Background: an optimization exercise with open tools, aiming at small area and a short achievable clock period. Do not read the settings as production practice. RTL that was checked went through simulation tests only; none was proved equivalent to the original.

// conv2d
module conv2d (clk, reset, valid_in, data_in, kernel_in, load_kernel_done, data_out, valid_out, lf_done);
For scale: about 100 I/O pins.
clock: 11.0 ns
lec_check: 0
abc_area: 1
cap_margin: 50
core_margin: 2
core_utilization: 55
cts_cluster_diameter: 80
cts_cluster_size: 20
place_density: 0.66
setup_slack_margin: 5
slew_margin: 65
standard.sh (not shown) runs the stock make flow with config.mk's settings and CLKGATE_MAP_FILE= SYNTH_SCRIPT=/design/flow/synth_recipe.tcl, a recipe that flattens the netlist after the stock synthesis.
==> flow/flow/run.sh <==
#!/bin/bash
# Own layout flow: the standard flow (standard.sh) on all steps, with
# - a full-adder polarity pass at the start of floorplan (flow/pol.tcl) that
#   removes inverters Yosys's full-adder extraction leaves between adder cells,
# - port buffers of type buf_4 (the default picks a slow delay cell),
# - clock tree synthesis without dummy loads, with 20-sink clusters,
# - timing repair allowed to resize cells across footprints, aimed at a setup
#   target tighter than the 11 ns clock needs, so the achieved period improves.
# Each step's full log stays in orfs/logs/; make's own output goes to make.log.
set -euo pipefail
bash standard.sh MATCH_CELL_FOOTPRINT=0 SETUP_SLACK_MARGIN=7.4 \
  "PRE_FLOORPLAN_TCL=$PWD/flow/pol.tcl" \
  "BUFFER_PORTS_ARGS=-buffer_cell sky130_fd_sc_hd__buf_4" \
  "CTS_ARGS=-sink_clustering_enable -repair_clock_nets -dont_use_dummy_load -sink_clustering_size 20 -sink_clustering_max_diameter 80" \
  finish > make.log 2>&1
Other scripts of this flow, unchanged in this note and not shown: flow/flow/pol.tcl
The baseline produced a clean layout.
Next try:
--- a/flow/flow/run.sh
+++ b/flow/flow/run.sh
@@ -10,3 +10,3 @@
 set -euo pipefail
-bash standard.sh MATCH_CELL_FOOTPRINT=0 SETUP_SLACK_MARGIN=7.4 \
+bash standard.sh MATCH_CELL_FOOTPRINT=0 SETUP_SLACK_MARGIN=7.5 \
   "PRE_FLOORPLAN_TCL=$PWD/flow/pol.tcl" \
Count of clock-buffer cells in the layout does not change.
Worst hold slack hardly moves.
Via count climbs by 0.40%.
Setup slack gets worse by 3.8 ps.
Global-route usage is about the same.
Fmax hardly moves.
Synthesized area does not change.
Next try:
Settings changed: CORE_UTILIZATION 55 to 58, PLACE_DENSITY 0.66 to 0.69.
Outcome: Sequential share of layout area increases by 0.20 points. Via count barely changes. Design area decreases by 0.54%. Worst setup slack degrades by 26 ps. Global-route usage increases by 1.3 points. Routed wire length decreases by 1.8%. Cell count decreases by 1.2%.
Next try:
==> flow/flow/run.sh (replaced) <==
#!/bin/bash
# Own layout flow: the standard flow (standard.sh) on all steps, with
# - a full-adder polarity pass at the start of floorplan (flow/pol.tcl) that
#   removes inverters Yosys's full-adder extraction leaves between adder cells,
# - port buffers of type buf_4 (the default picks a slow delay cell),
# - timing repair allowed to resize cells across footprints, aimed at a setup
#   target tighter than the 11 ns clock needs, so the achieved period improves.
# Each step's full log stays in orfs/logs/; make's own output goes to make.log.
set -euo pipefail
bash standard.sh MATCH_CELL_FOOTPRINT=0 SETUP_SLACK_MARGIN=7.0 \
  "PRE_FLOORPLAN_TCL=$PWD/flow/pol.tcl" \
  "BUFFER_PORTS_ARGS=-buffer_cell sky130_fd_sc_hd__buf_4" finish > make.log 2>&1
Settings changed: CORE_UTILIZATION 58 to 50, PLACE_DENSITY 0.69 to 0.62.
Effect: Maximum frequency drops by about 5%. Final cell count climbs by 3.1%. Setup slack degrades by 190 ps. Global-route usage drops by 4.5 points. Utilization drops by 8.3 points. Register-to-register slack degrades by 400 ps. Count of clock-buffer cells in the layout climbs by 153. Die area climbs by 16%. Cell area climbs by about 0.6%. Clock skew drops by 63 ps.

---

conv2d, a different RTL version from the one above (not shown whole).
Size in the first run: about 36000 cells after synthesis, ~100 I/O pins, about 340000 µm² of cells after synthesis.
export LEC_CHECK = 0
export ABC_AREA = 1
export CAP_MARGIN = 50
export CORE_MARGIN = 2
export CORE_UTILIZATION = 55
export CTS_CLUSTER_DIAMETER = 80
export CTS_CLUSTER_SIZE = 20
export PLACE_DENSITY = 0.66
export SETUP_SLACK_MARGIN = 5
export SLEW_MARGIN = 65
create_clock -name core_clock -period 11.0 [get_ports {clk}]
==> flow/flow/run.sh <==
#!/bin/bash
# Own layout flow: the standard flow (standard.sh) on all steps, with
# - a full-adder polarity pass at the start of floorplan (flow/pol.tcl) that
#   removes inverters Yosys's full-adder extraction leaves between adder cells,
# - port buffers of type buf_4 (the default picks a slow delay cell),
# - clock tree synthesis without dummy loads, with 24-sink clusters,
# - timing repair allowed to resize cells across footprints, aimed at a setup
#   target tighter than the 11 ns clock needs, so the achieved period improves.
# Each step's full log stays in orfs/logs/; make's own output goes to make.log.
set -euo pipefail
bash standard.sh MATCH_CELL_FOOTPRINT=0 SETUP_SLACK_MARGIN=7.5 \
  "PRE_FLOORPLAN_TCL=$PWD/flow/pol.tcl" \
  "BUFFER_PORTS_ARGS=-buffer_cell sky130_fd_sc_hd__buf_4" \
  "CTS_ARGS=-sink_clustering_enable -repair_clock_nets -dont_use_dummy_load -sink_clustering_size 24 -sink_clustering_max_diameter 80" \
  finish > make.log 2>&1
Other scripts of this flow, unchanged in this note and not shown: flow/flow/pol.tcl
Next try:
--- a/flow/flow/run.sh
+++ b/flow/flow/run.sh
@@ -5,3 +5,3 @@
 # - port buffers of type buf_4 (the default picks a slow delay cell),
-# - clock tree synthesis without dummy loads, with 24-sink clusters,
+# - clock tree synthesis without dummy loads, with 20-sink clusters,
 # - timing repair allowed to resize cells across footprints, aimed at a setup
@@ -13,3 +13,3 @@
   "BUFFER_PORTS_ARGS=-buffer_cell sky130_fd_sc_hd__buf_4" \
-  "CTS_ARGS=-sink_clustering_enable -repair_clock_nets -dont_use_dummy_load -sink_clustering_size 24 -sink_clustering_max_diameter 80" \
+  "CTS_ARGS=-sink_clustering_enable -repair_clock_nets -dont_use_dummy_load -sink_clustering_size 20 -sink_clustering_max_diameter 80" \
   finish > make.log 2>&1
After rerunning:
- register-to-register slack loses 0.05 ns
- clock skew hardly moves
- global-route usage hardly moves
- maximum frequency stays flat

---

## main
RTL: one of the versions met above, not the one the previous note started from.
For scale: ~37000 cells after synthesis, ~100 I/O pins.
## conv2d
module conv2d (clk, reset, valid_in, data_in, kernel_in, load_kernel_done, data_out, valid_out, lf_done);
clock: 11.0 ns
lec_check: 0
abc_area: 1
cap_margin: 50
core_margin: 2
core_utilization: 50
cts_cluster_diameter: 80
cts_cluster_size: 20
place_density: 0.62
setup_slack_margin: 5
slew_margin: 65
==> flow/flow/run.sh <==
#!/bin/bash
# Own layout flow: the standard flow (standard.sh) on all steps, with
# - a full-adder polarity pass at the start of floorplan (flow/pol.tcl) that
#   removes inverters Yosys's full-adder extraction leaves between adder cells,
# - port buffers of type buf_4 (the default picks a slow delay cell),
# - clock tree synthesis without dummy loads, with 20-sink clusters,
# - timing repair allowed to resize cells across footprints, aimed at a setup
#   target tighter than the 11 ns clock needs, so the achieved period improves.
# Each step's full log stays in orfs/logs/; make's own output goes to make.log.
set -euo pipefail
bash standard.sh MATCH_CELL_FOOTPRINT=0 SETUP_SLACK_MARGIN=7.0 \
  "PRE_FLOORPLAN_TCL=$PWD/flow/pol.tcl" \
  "BUFFER_PORTS_ARGS=-buffer_cell sky130_fd_sc_hd__buf_4" \
  "CTS_ARGS=-sink_clustering_enable -repair_clock_nets -dont_use_dummy_load -sink_clustering_size 20 -sink_clustering_max_diameter 80" \
  finish > make.log 2>&1
Other scripts of this flow, unchanged in this note and not shown: flow/flow/pol.tcl
main finished end to end and its layout was clean on timing, DRC and antenna.
> inputs changed (main -> the feature branch)
--- a/flow/flow/run.sh
+++ b/flow/flow/run.sh
@@ -10,3 +10,3 @@
 set -euo pipefail
-bash standard.sh MATCH_CELL_FOOTPRINT=0 SETUP_SLACK_MARGIN=7.0 \
+bash standard.sh MATCH_CELL_FOOTPRINT=0 SETUP_SLACK_MARGIN=7.7 \
   "PRE_FLOORPLAN_TCL=$PWD/flow/pol.tcl" \
==> notes.md <==
Compared to main, the feature branch has met1 wire length 1.0% higher. Going from main to the feature branch, logic depth of the worst register-to-register path shrinks by 1. The feature branch against main; post-layout instance area is up by a few percent. Compared to main, the feature branch shows a wider setup margin. Final critical path time including I/O delays and setup improves in the feature branch relative to main.

---

conv2d, a different RTL version from the one above (not shown whole).
Size in the first run: roughly 30000 cells after synthesis, about 5500 flip-flops, roughly 100 I/O pins, ~0.33 mm2 of cells after synthesis.
Settings: LEC_CHECK=0, ABC_CLOCK_PERIOD_IN_PS=3500, CAP_MARGIN=20, CORE_MARGIN=2, CORE_UTILIZATION=50, PLACE_DENSITY=0.62, SETUP_SLACK_MARGIN=5, SLEW_MARGIN=20; clock period 11.0 ns.
==> flow/flow/run.sh <==
#!/bin/bash
# Own layout flow: the standard flow (standard.sh) on all steps, with timing
# repair allowed to resize cells across footprints and aimed at a tighter setup
# target than the 11 ns clock needs, so the achieved period is optimised.
# Each step's full log stays in orfs/logs/; make's own output goes to make.log.
set -euo pipefail
bash standard.sh MATCH_CELL_FOOTPRINT=0 SETUP_SLACK_MARGIN=7.4 finish > make.log 2>&1
The baseline completed without violations.
Rerun with:
==> flow/run.sh (new file) <==
#!/bin/bash
# synth_recipe.tcl (not shown) runs the flow's synth.tcl, then flattens the netlist and writes it again
# the make line also repeats each setting of config.mk as NAME=value (left out here)
make -C /OpenROAD-flow-scripts/flow DESIGN_CONFIG=/design/flow/config.mk WORK_HOME=/design/flow/orfs CLKGATE_MAP_FILE= SYNTH_SCRIPT=/design/flow/synth_recipe.tcl finish
removed: flow/flow/run.sh
removed: flow/standard.sh
Result: Cell area is lower by 9.2%. Global-route usage drops by 1.5 points. Final cell count fell by 4.2%. Die area stays the same. First-iteration DRC count falls by 6.4%. Utilization falls by 5.5 points. Maximum frequency drops by 9.0%. Sequential share of layout area came out higher by 3.3 points. Routed wire length drops by 6.5%. Area after synthesis is unchanged.
Function was not checked in any run of this note: the RTL went through the layout flow alone.

---

conv2d with an RTL version that a note above also has.
Size: about 340000 µm² of cells after synthesis.
export LEC_CHECK = 0
export ABC_AREA = 1
export CAP_MARGIN = 50
export CORE_MARGIN = 2
export CORE_UTILIZATION = 50
export CTS_CLUSTER_DIAMETER = 80
export CTS_CLUSTER_SIZE = 20
export PLACE_DENSITY = 0.62
export SETUP_SLACK_MARGIN = 5
export SLEW_MARGIN = 65
create_clock -name core_clock -period 11.0 [get_ports {clk}]
==> flow/flow/run.sh <==
#!/bin/bash
# Own layout flow: the standard flow (standard.sh) on all steps, with
# - a full-adder polarity pass at the start of floorplan (flow/pol.tcl) that
#   removes inverters Yosys's full-adder extraction leaves between adder cells,
# - port buffers of type buf_4 (the default picks a slow delay cell),
# - clock tree synthesis without dummy loads, with 20-sink clusters,
# - timing repair allowed to resize cells across footprints, aimed at a setup
#   target tighter than the 11 ns clock needs, so the achieved period improves.
# Each step's full log stays in orfs/logs/; make's own output goes to make.log.
set -euo pipefail
bash standard.sh MATCH_CELL_FOOTPRINT=0 SETUP_SLACK_MARGIN=7.5 \
  "PRE_FLOORPLAN_TCL=$PWD/flow/pol.tcl" \
  "BUFFER_PORTS_ARGS=-buffer_cell sky130_fd_sc_hd__buf_4" \
  "CTS_ARGS=-sink_clustering_enable -repair_clock_nets -dont_use_dummy_load -sink_clustering_size 20 -sink_clustering_max_diameter 80" \
  finish > make.log 2>&1
Other scripts of this flow, unchanged in this note and not shown: flow/flow/pol.tcl
The first run passed the timing, DRC and antenna checks.
Rerun with:
==> flow/flow/run.sh (replaced) <==
#!/bin/bash
# Own layout flow: the standard flow (standard.sh) on all steps, with
# - a full-adder polarity pass at the start of floorplan (flow/pol.tcl) that
#   removes inverters Yosys's full-adder extraction leaves between adder cells,
# - port buffers of type buf_4 (the default picks a slow delay cell),
# - timing repair allowed to resize cells across footprints, aimed at a setup
#   target tighter than the 11 ns clock needs, so the achieved period improves.
# Each step's full log stays in orfs/logs/; make's own output goes to make.log.
set -euo pipefail
bash standard.sh MATCH_CELL_FOOTPRINT=0 SETUP_SLACK_MARGIN=7.0 \
  "PRE_FLOORPLAN_TCL=$PWD/flow/pol.tcl" \
  "BUFFER_PORTS_ARGS=-buffer_cell sky130_fd_sc_hd__buf_4" finish > make.log 2>&1
- CORE_UTILIZATION: 50 -> 62
- PLACE_DENSITY: 0.62 -> 0.72
Count of clock-buffer cells in the layout goes up by 121.
Area after synthesis does not change.
Final area goes down slightly.
Wire length goes down by a few percent.
Sequential share of layout area goes up by 0.53 points.
Final cell count goes down by a few percent.
First-iteration DRC count goes up by a quarter to a third.
Rerun with:
==> flow/flow/run.sh (replaced) <==
#!/bin/bash
# Own layout flow: the standard flow (standard.sh) on all steps, with
# - a full-adder polarity pass at the start of floorplan (flow/pol.tcl) that
#   removes inverters Yosys's full-adder extraction leaves between adder cells,
# - port buffers of type buf_4 (the default picks a slow delay cell),
# - clock tree synthesis without dummy loads, with 20-sink clusters,
# - timing repair allowed to resize cells across footprints, aimed at a setup
#   target tighter than the 11 ns clock needs, so the achieved period improves.
# Each step's full log stays in orfs/logs/; make's own output goes to make.log.
set -euo pipefail
bash standard.sh MATCH_CELL_FOOTPRINT=0 SETUP_SLACK_MARGIN=7.4 \
  "PRE_FLOORPLAN_TCL=$PWD/flow/pol.tcl" \
  "BUFFER_PORTS_ARGS=-buffer_cell sky130_fd_sc_hd__buf_4" \
  "CTS_ARGS=-sink_clustering_enable -repair_clock_nets -dont_use_dummy_load -sink_clustering_size 20 -sink_clustering_max_diameter 80" \
  finish > make.log 2>&1
- CAP_MARGIN: 50 -> 20
- CORE_UTILIZATION: 62 -> 55
- PLACE_DENSITY: 0.72 -> 0.66
- SLEW_MARGIN: 65 -> 30
Result: The new run ran to the end with no violations; global-route usage decreases by 2.5 points; synthesized area is unchanged; maximum frequency rose by 11%; die area went up by 13%; routed wire length rose by 5.6%; cell area goes up by 1.8%; setup slack gains 0.41 ns; critical path depth drops by 7; count of clock-buffer cells in the layout falls by 120.

[separate check: timing with driven ports]
How much do the figures lean on ideal ports? The routed layouts below were timed once more, with nothing changed but the port constraints. Step 1 assumes that a clkbuf_16 drives the clock port and a buf_2 every other input. Step 2 times the ports against the registers' clock, not the clock port: input delays grow and output delays shrink by t, the midpoint of the rising clock arrivals with the driver on. a / b / c = no drivers / after step 1 / after step 2; a / b = the first two.
run | t (ns) | slack for setup (ns) | clock arrival spread, ns | cell pins on the clock port's net
the first run of note 1 | 1.177 | 7.316 / 7.178 / 7.402 | 0.168 / 0.168 | 1
the second run of note 1 | 1.183 | 7.312 / 7.172 / 7.464 | 0.171 / 0.171 | 1
the third run of note 1 | 1.191 | 7.286 / 7.151 / 7.500 | 0.232 / 0.232 | 1
the fourth run of note 1 | 1.212 | 7.097 / 7.058 / 7.097 | 0.137 / 0.137 | 1
the first run of note 2 | 1.174 | 7.328 / 7.192 / 7.462 | 0.188 / 0.188 | 1
the second run of note 2 | 1.200 | 7.320 / 7.184 / 7.415 | 0.188 / 0.188 | 1
main | 1.179 | 7.064 / 7.064 / 7.064 | 0.180 / 0.181 | 1
the feature branch | 1.183 | 7.294 / 7.150 / 7.403 | 0.176 / 0.177 | 1
the first run of note 4 | 1.263 | 5.730 / 5.730 / 5.730 | 0.078 / 0.078 | 1
the second run of note 4 | 1.249 | 5.207 / 5.207 / 5.207 | 0.087 / 0.087 | 1
the first run of note 5 | 1.180 | 7.298 / 7.153 / 7.502 | 0.177 / 0.176 | 1
the second run of note 5 | 1.204 | 6.918 / 6.918 / 6.918 | 0.112 / 0.112 | 1
the third run of note 5 | 1.182 | 7.325 / 7.186 / 7.334 | 0.182 / 0.182 | 1
After both steps every run listed still meets setup and hold.
